This design comes from an exercise in tuning for small area on the open sky130 flow, not from production work. Only simulation tests tie the RTL to the original design; equivalence was not proved.

==> flow/design.v (excerpt) <==
module Multi_line(
input clk ,
input rstn,
  input   [127:0]M_AXIS_MM2S_0_tdata,
  input   M_AXIS_MM2S_0_tvalid,
  input [4:0] MemRDcount,
  input        SampleValid,
  input [63:0] Sampledata,
  input        CalcOn,
  output[31:0] OutSumr,
  output[31:0] OutSumi
    );
==> module Multi_line, before the edit <==
module Multi_line(
input clk ,
input rstn,
  input   [127:0]M_AXIS_MM2S_0_tdata,
  input   M_AXIS_MM2S_0_tvalid,
  input [4:0] MemRDcount,
  input        SampleValid,
  input [63:0] Sampledata,
  input        CalcOn,
  output[31:0] OutSumr,
  output[31:0] OutSumi
    );
reg [31:0] LineMEM [0:31];
reg [5:0] MemWRcount;
always @(posedge clk or negedge rstn)
	if (!rstn) MemWRcount <= 6'h00;
     else if (M_AXIS_MM2S_0_tvalid) MemWRcount <= MemWRcount + 1;
always @(posedge clk)
	if (M_AXIS_MM2S_0_tvalid && !MemWRcount[5]) LineMEM[MemWRcount[4:0]] <= M_AXIS_MM2S_0_tdata[31:0];
wire signed [24:0] ar = Sampledata[24:0];
wire signed [24:0] ai = Sampledata[56:32];
wire signed [25:0] sp = ar + ai;
wire signed [25:0] sm = ai - ar;
wire [31:0] Rd = LineMEM[MemRDcount];
wire signed [15:0] br = Rd[15:0];
wire signed [15:0] bi = Rd[31:16];
wire signed [16:0] bt = br + bi;
reg [76:0] Samp;
reg [48:0] Coef;
always @(posedge clk)
	Samp <= {ar, sp, sm};
always @(posedge clk or negedge rstn)
	if (!rstn) Coef <= 49'h0;
	else Coef <= {br, bi, bt};
wire [31:0] Mulr;
wire [31:0] Muli;
Compx_4_Mull Compx_4_Mull_inst(
.ar(Samp[76:52]),
.sp(Samp[51:26]),
.sm(Samp[25:0]),
.br(Coef[48:33]),
.bi(Coef[32:17]),
.bt(Coef[16:0]),
.pr(Mulr),
.pi(Muli)
);
reg [31:0] P2r, P2i;
always @(posedge clk) begin
	P2r <= Mulr; P2i <= Muli;
end
reg [31:0] P3r, P3i, P4r, P4i;
always @(posedge clk) begin
	P3r <= P2r; P3i <= P2i;
	P4r <= P3r; P4i <= P3i;
end
reg [31:0] Sumr;
reg [31:0] Sumi;
always @(posedge clk or negedge rstn)
    if (!rstn) begin
         Sumr <= 32'h00000000;
         Sumi <= 32'h00000000;
            end
     else if (!(SampleValid || CalcOn)) begin
         Sumr <= 32'h00000000;
         Sumi <= 32'h00000000;
            end
     else  begin
         Sumr <= Sumr + P4r;
         Sumi <= Sumi + P4i;
            end
  assign OutSumr = Sumr;
  assign OutSumi = Sumi;
endmodule
==> flow/config.mk <==
export PLATFORM = sky130hd
export DESIGN_NAME = Multi_line
export DESIGN_NICKNAME = Multi_line
export VERILOG_FILES = /design/flow/design.v
export SDC_FILE = /design/flow/constraint.sdc
export NUM_CORES = 4
export LEC_CHECK = 0
export CAP_MARGIN = 10
export CORE_MARGIN = 2
export CORE_UTILIZATION = 60
export PLACE_DENSITY_LB_ADDON = 0.2
export SLEW_MARGIN = 10
==> flow/constraint.sdc <==
create_clock -name core_clock -period 10.0 [get_ports {clk}]
set_input_delay 2.0000 -clock core_clock [delete_from_list [all_inputs] [get_ports {clk}]]
set_output_delay 2.0000 -clock core_clock [all_outputs]
set_load 0.01 [all_outputs]
standard.sh (not shown) runs the stock make flow with config.mk's settings and CLKGATE_MAP_FILE= SYNTH_SCRIPT=/design/flow/synth_recipe.tcl, a recipe that flattens the netlist after the stock synthesis.
==> flow/flow/run.sh <==
#!/bin/bash
# Own flow: the standard layout (standard.sh) with these changes:
#  - synthesis maps the combinational logic with an area-oriented ABC script
#    (flow/abc_area.script) instead of ORFS's delay-oriented one;
#  - after Yosys extracts full adders, flow/fa_polarity.py flips adders (a full
#    adder is self-dual) so that fewer inverters are left between them;
#  - adders ($lcu) use Yosys's Sklansky prefix map instead of Kogge-Stone;
#  - ports are buffered with buf_1, and CTS uses clkbuf_4 buffers and no
#    dummy loads.
# Registers (dfflibmap) and every other step are ORFS's own.
set -euo pipefail
W=$(pwd)
rm -rf "$W/scripts_area"
cp -r "$FLOW_HOME/scripts" "$W/scripts_area"
cp "$W/flow/abc_area.script" "$W/scripts_area/abc_speed.script"
python3 "$W/flow/patch_synth.py" "$W/scripts_area/synth.tcl" "$W/flow/fa_polarity.py"
bash standard.sh SCRIPTS_DIR="$W/scripts_area" \
  "SYNTH_OPERATIONS_ARGS=-extra-map +/choices/sklansky.v" synth > "$W/flow_synth.log" 2>&1
bash standard.sh \
  "BUFFER_PORTS_ARGS=-buffer_cell sky130_fd_sc_hd__buf_1" \
  "CTS_ARGS=-sink_clustering_enable -repair_clock_nets -dont_use_dummy_load -buf_list sky130_fd_sc_hd__clkbuf_4" \
  finish > "$W/flow_finish.log" 2>&1
Other scripts of this flow, unchanged in this note and not shown: flow/flow/abc_area.script, flow/flow/fa_polarity.py, flow/flow/patch_synth.py
The first run went through all stages and came out clean.
Change:
--- a/flow/design.v
+++ b/flow/design.v
@@ -4349,9 +4349,16 @@
 wire signed [24:0] ar = Sampledata[24:0];
 wire signed [24:0] ai = Sampledata[56:32];
 wire signed [25:0] sp = ar + ai;
 wire signed [25:0] sm = ai - ar;
-wire [31:0] Rd = LineMEM[MemRDcount];
+wire [31:0] RdSel = 32'd1 << MemRDcount;
+reg [31:0] Rd;
+integer n;
+always @* begin
+	Rd = 32'h00000000;
+	for (n = 0; n < 32; n = n + 1)
+		Rd = Rd | (LineMEM[n] & {32{RdSel[n]}});
+end
 wire signed [15:0] br = Rd[15:0];
 wire signed [15:0] bi = Rd[31:16];
 wire signed [16:0] bt = br + bi;
 reg [76:0] Samp;
The new run completed with no timing, DRC or antenna violations.
Die area falls by 1.4%.
Global-route usage drops by 1.5 points.
First-iteration DRC count drops by 22%.
Cell area decreases by 0.42%.
Area after synthesis drops by 1.4%.
Via count shrinks by 5.1%.
Hold slack improves by 0.0096 ns.
Clock skew stays flat.
Worst setup slack loses 0.027 ns.
Non-clock buffer count came out higher by 127.
Utilization increases by 0.65 points.
Register-to-register slack degrades by 0.03 ns.

==> re-timing with driven ports <==
The flow's constraints put no driver on any port. The routed layouts listed below were extracted and timed again, unchanged, in two steps. Step 1, drivers: a clkbuf_16 drives clk and a buf_2 each remaining input, both assumed. Step 2 moves the port delays by t, midway between the first and last clock arrival at a register: inputs arrive t later, outputs are due t later. That takes back most of the time a late clock gives input paths. Three values: ideal, step 1, step 2; two values: the first two.
run	shift t [ns]	slack for setup (ns)	clock arrival spread, ns
the first run	1.357	0.703 / 0.703 / 0.703	0.148 / 0.149
the second run	1.251	0.676 / 0.676 / -0.317	0.143 / 0.143
With both steps, setup timing fails in the second run, where it was met with ideal ports. For the second run, which loses most, drivers alone change the setup slack by 0.000 ns; drivers and shift together by -0.993 ns.
